From an optimization exercise on the open Yosys and OpenROAD flow, aimed at small area; shortcuts taken in it are not production practice.
The RTL was checked by simulation tests, not by an equivalence proof against the original design.
The clock port is modelled as an ideal driver; clocking choices that lean on that would not hold on a real chip.
Power is estimated from default activity; no workload was simulated.

Design LandauController, start of the top module:
module LandauController (
    input  wire clk,
    input  wire rst,
    input  wire rx,
    output wire tx
);
    reg  [10:0] presc;
    wire        tick = presc[10] & presc[9] & presc[7] & presc[6] & presc[2] & presc[1] & presc[0];
    wire [2:0]  ph   = presc[2:0];
    wire        win  = (presc[10:3] == 8'd0);
    always @(posedge clk or posedge rst)
        if (rst) presc <= 11'd0;
        else     presc <= tick ? 11'd0 : presc + 11'd1;
    reg [3:0] rxbit;
    reg [1:0] rxsub;
    wire rx_idle = (rxbit == 4'd9);
    wire rsamp   = tick & (rxsub == 2'd1) & ~rx_idle;    
    wire rdata   = rsamp & ~rxbit[3];                    
    wire rend    = rsamp & (rxbit == 4'd8);              
    always @(posedge clk or posedge rst)
        if (rst)
            rxbit <= 4'd9;
        else if (rx_idle) begin
            if (!rx) rxbit <= 4'd15;
        end else if (tick) begin
            if (rend)               rxbit <= 4'd9;
            else if (rxsub == 2'd2) rxbit <= rxbit + 4'd1;
        end
    always @(posedge clk)
        if (rx_idle)
            rxsub <= 2'd0;
        else if (tick)
            rxsub <= (rxsub == 2'd2) ? 2'd0 : rxsub + 2'd1;
  ...
Settings: LEC_CHECK=0, CAP_MARGIN=20, CORE_MARGIN=2, CORE_UTILIZATION=40, SLEW_MARGIN=20; clock period 20.0 ns.
run.sh (not shown) runs the stock make flow with config.mk's settings and CLKGATE_MAP_FILE= SYNTH_SCRIPT=/design/flow/synth_recipe.tcl, a recipe that flattens the netlist after the stock synthesis.
Rerun with:
==> flow/flow/run.sh (new file) <==
#!/bin/bash
# Standard layout, but clock tree synthesis without dummy loads.
set -euo pipefail
export CTS_ARGS="-sink_clustering_enable -repair_clock_nets -dont_use_dummy_load -buf_list sky130_fd_sc_hd__clkbuf_8"
bash standard.sh finish > standard.log 2>&1
==> flow/standard.sh (new file) <==
#!/bin/bash
# synth_recipe.tcl (not shown) runs the flow's synth.tcl, then flattens the netlist and writes it again
# the make line also repeats each setting of config.mk as NAME=value (left out here)
make -C /OpenROAD-flow-scripts/flow DESIGN_CONFIG=/design/flow/config.mk WORK_HOME=/design/flow/orfs CLKGATE_MAP_FILE= SYNTH_SCRIPT=/design/flow/synth_recipe.tcl "${@:-finish}"
removed: flow/run.sh
Outcome:
- sequential power hardly moves
- worst hold slack loses 0.018 ns
- first-iteration DRC count went down by about 14%
- synthesized area stays the same
- critical path depth does not change
- clock-buffer cell count does not change
- final cell count drops by 2.2%
Rerun with:
==> flow/run.sh (new file) <==
#!/bin/bash
# synth_recipe.tcl (not shown) runs the flow's synth.tcl, then flattens the netlist and writes it again
# the make line also repeats each setting of config.mk as NAME=value (left out here)
make -C /OpenROAD-flow-scripts/flow DESIGN_CONFIG=/design/flow/config.mk WORK_HOME=/design/flow/orfs CLKGATE_MAP_FILE= SYNTH_SCRIPT=/design/flow/synth_recipe.tcl finish
CTS_BUF_LIST = sky130_fd_sc_hd__clkbuf_8   (was unset)
removed: flow/flow/run.sh
removed: flow/standard.sh
After rerunning: First-iteration DRC count rises by 12%. Sequential power barely changes. Die area does not change. Clock power increases by 39%. Core utilization went up by 1.2 points. Critical path depth stays the same. Setup slack degrades by 0.028 ns. Global-route usage rose by 0.13 points. Power went up by about 14%. Design area went up by about 2.7%. Routed wire length rises by about 1.7%.


the previous run:
LandauController, a different RTL version from the one above (not shown whole).
Size: ~460 cells after synthesis, ~4 I/O pins, ~5200 sq um of cells after synthesis.
==> flow/config.mk <==
export PLATFORM = sky130hd
export DESIGN_NAME = LandauController
export DESIGN_NICKNAME = LandauController
export VERILOG_FILES = /design/flow/design.v
export SDC_FILE = /design/flow/constraint.sdc
export NUM_CORES = 4
export LEC_CHECK = 0
export CAP_MARGIN = 20
export CORE_MARGIN = 2
export CORE_UTILIZATION = 40
export SLEW_MARGIN = 20
==> flow/constraint.sdc <==
create_clock -name core_clock -period 20.0 [get_ports {clk}]
set_input_delay 4.0000 -clock core_clock [delete_from_list [all_inputs] [get_ports {clk}]]
set_output_delay 4.0000 -clock core_clock [all_outputs]
set_load 0.01 [all_outputs]
standard.sh (not shown) runs the stock make flow with config.mk's settings and CLKGATE_MAP_FILE= SYNTH_SCRIPT=/design/flow/synth_recipe.tcl, a recipe that flattens the netlist after the stock synthesis.
==> flow/flow/run.sh <==
#!/bin/bash
set -euo pipefail
# ports are buffered as usual, with the smallest buffer
export BUFFER_PORTS_ARGS="-buffer_cell sky130_fd_sc_hd__buf_1"
export CTS_ARGS="-sink_clustering_enable -repair_clock_nets -dont_use_dummy_load -buf_list sky130_fd_sc_hd__clkbuf_8"
bash standard.sh cts > standard_cts.log 2>&1
R=orfs/results/$FLOW_PLATFORM/LandauController/base
openroad -no_init -exit flow/shrink_clk.tcl > shrink_clk.log 2>&1
bash standard.sh finish > standard.log 2>&1
==> flow/flow/shrink_clk.tcl <==
# Shrink clock buffers after CTS, checking clock-pin slew with placement parasitics.
set plat $::env(FLOW_PLATFORM)
set res orfs/results/$plat/LandauController/base
read_liberty $::env(FLOW_HOME)/platforms/$plat/lib/sky130_fd_sc_hd__tt_025C_1v80.lib
read_db $res/4_cts.odb
read_sdc $res/4_cts.sdc
source $::env(FLOW_HOME)/platforms/$plat/setRC.tcl
set limit 0.105
set sizes {sky130_fd_sc_hd__clkbuf_2 sky130_fd_sc_hd__clkbuf_4 sky130_fd_sc_hd__clkbuf_8}
proc max_slew {} {
  estimate_parasitics -placement
  set mx 0
  foreach p [get_pins -hierarchical */CLK] {
    set s [get_property $p slew_max]
    if {$s > $mx} { set mx $s }
  }
  return $mx
}
puts "before: max clock pin slew [max_slew]"
foreach inst [get_cells clkbuf_*] {
  set name [get_full_name $inst]
  set orig [get_full_name [get_lib_cells -of_objects $inst]]
  set orig [lindex [split $orig /] end]
  foreach sz $sizes {
    if {$sz == $orig} { break }
    replace_cell $name $sz
    set s [max_slew]
    if {$s <= $limit} {
      puts "$name: $orig -> $sz (max slew $s)"
      break
    }
    replace_cell $name $orig
  }
}
puts "after: max clock pin slew [max_slew]"
write_db $res/4_cts.odb
#### Input delta (the current run over the previous run)
--- a/flow/flow/run.sh
+++ b/flow/flow/run.sh
@@ -2,4 +2,2 @@
 set -euo pipefail
-# ports are buffered as usual, with the smallest buffer
-export BUFFER_PORTS_ARGS="-buffer_cell sky130_fd_sc_hd__buf_1"
 export CTS_ARGS="-sink_clustering_enable -repair_clock_nets -dont_use_dummy_load -buf_list sky130_fd_sc_hd__clkbuf_8"
## What came out
The higher sequential share of power came out of the current run. The estimated power of the current run ends up lower than the estimate for the previous run. Diff the previous run -> the current run: clock-pin slew of the registers on the worst-case setup and hold paths flat; clock power share down 0.3 points. Wire: the current run routes more than the previous run.

## port drivers added, routing unchanged
The results above use ideal ports. As a check the final layouts listed here were re-extracted and re-timed, cells and wires unchanged.
Step 1, drivers: a clkbuf_16 drives clk and a buf_2 each remaining input, both assumed.
Step 2 also shifts input and output timing later by t, the mid clock arrival at the registers, as if the neighbouring blocks saw the same clock.
Slacks: no drivers / after step 1 / after step 2; pairs: no drivers / after step 1.
run	t, ns	setup slack, ns	hold slack, ns	clock arrival spread, ns	worst slew at a driven data input, ns
the first run of note 1	0.443	14.522 / 14.482 / 14.290	0.322 / 0.322 / 0.322	0.008 / 0.008	0.03
the second run of note 1	0.444	14.511 / 14.478 / 14.306	0.305 / 0.305 / 0.305	0.037 / 0.037	0.03
the third run of note 1	0.470	14.483 / 14.449 / 14.314	0.325 / 0.325 / 0.325	0.015 / 0.015	0.03
the previous run	0.655	14.659 / 14.628 / 14.274	0.297 / 0.297 / 0.297	0.058 / 0.057	0.03
the current run	0.423	14.320 / 14.333 / 13.910	0.305 / 0.305 / 0.305	0.042 / 0.042	0.03
After both steps setup and hold are still met in every run listed. The setup slack of the current run, which loses most, moves by +0.013 ns with the drivers and by -0.410 ns with both steps.
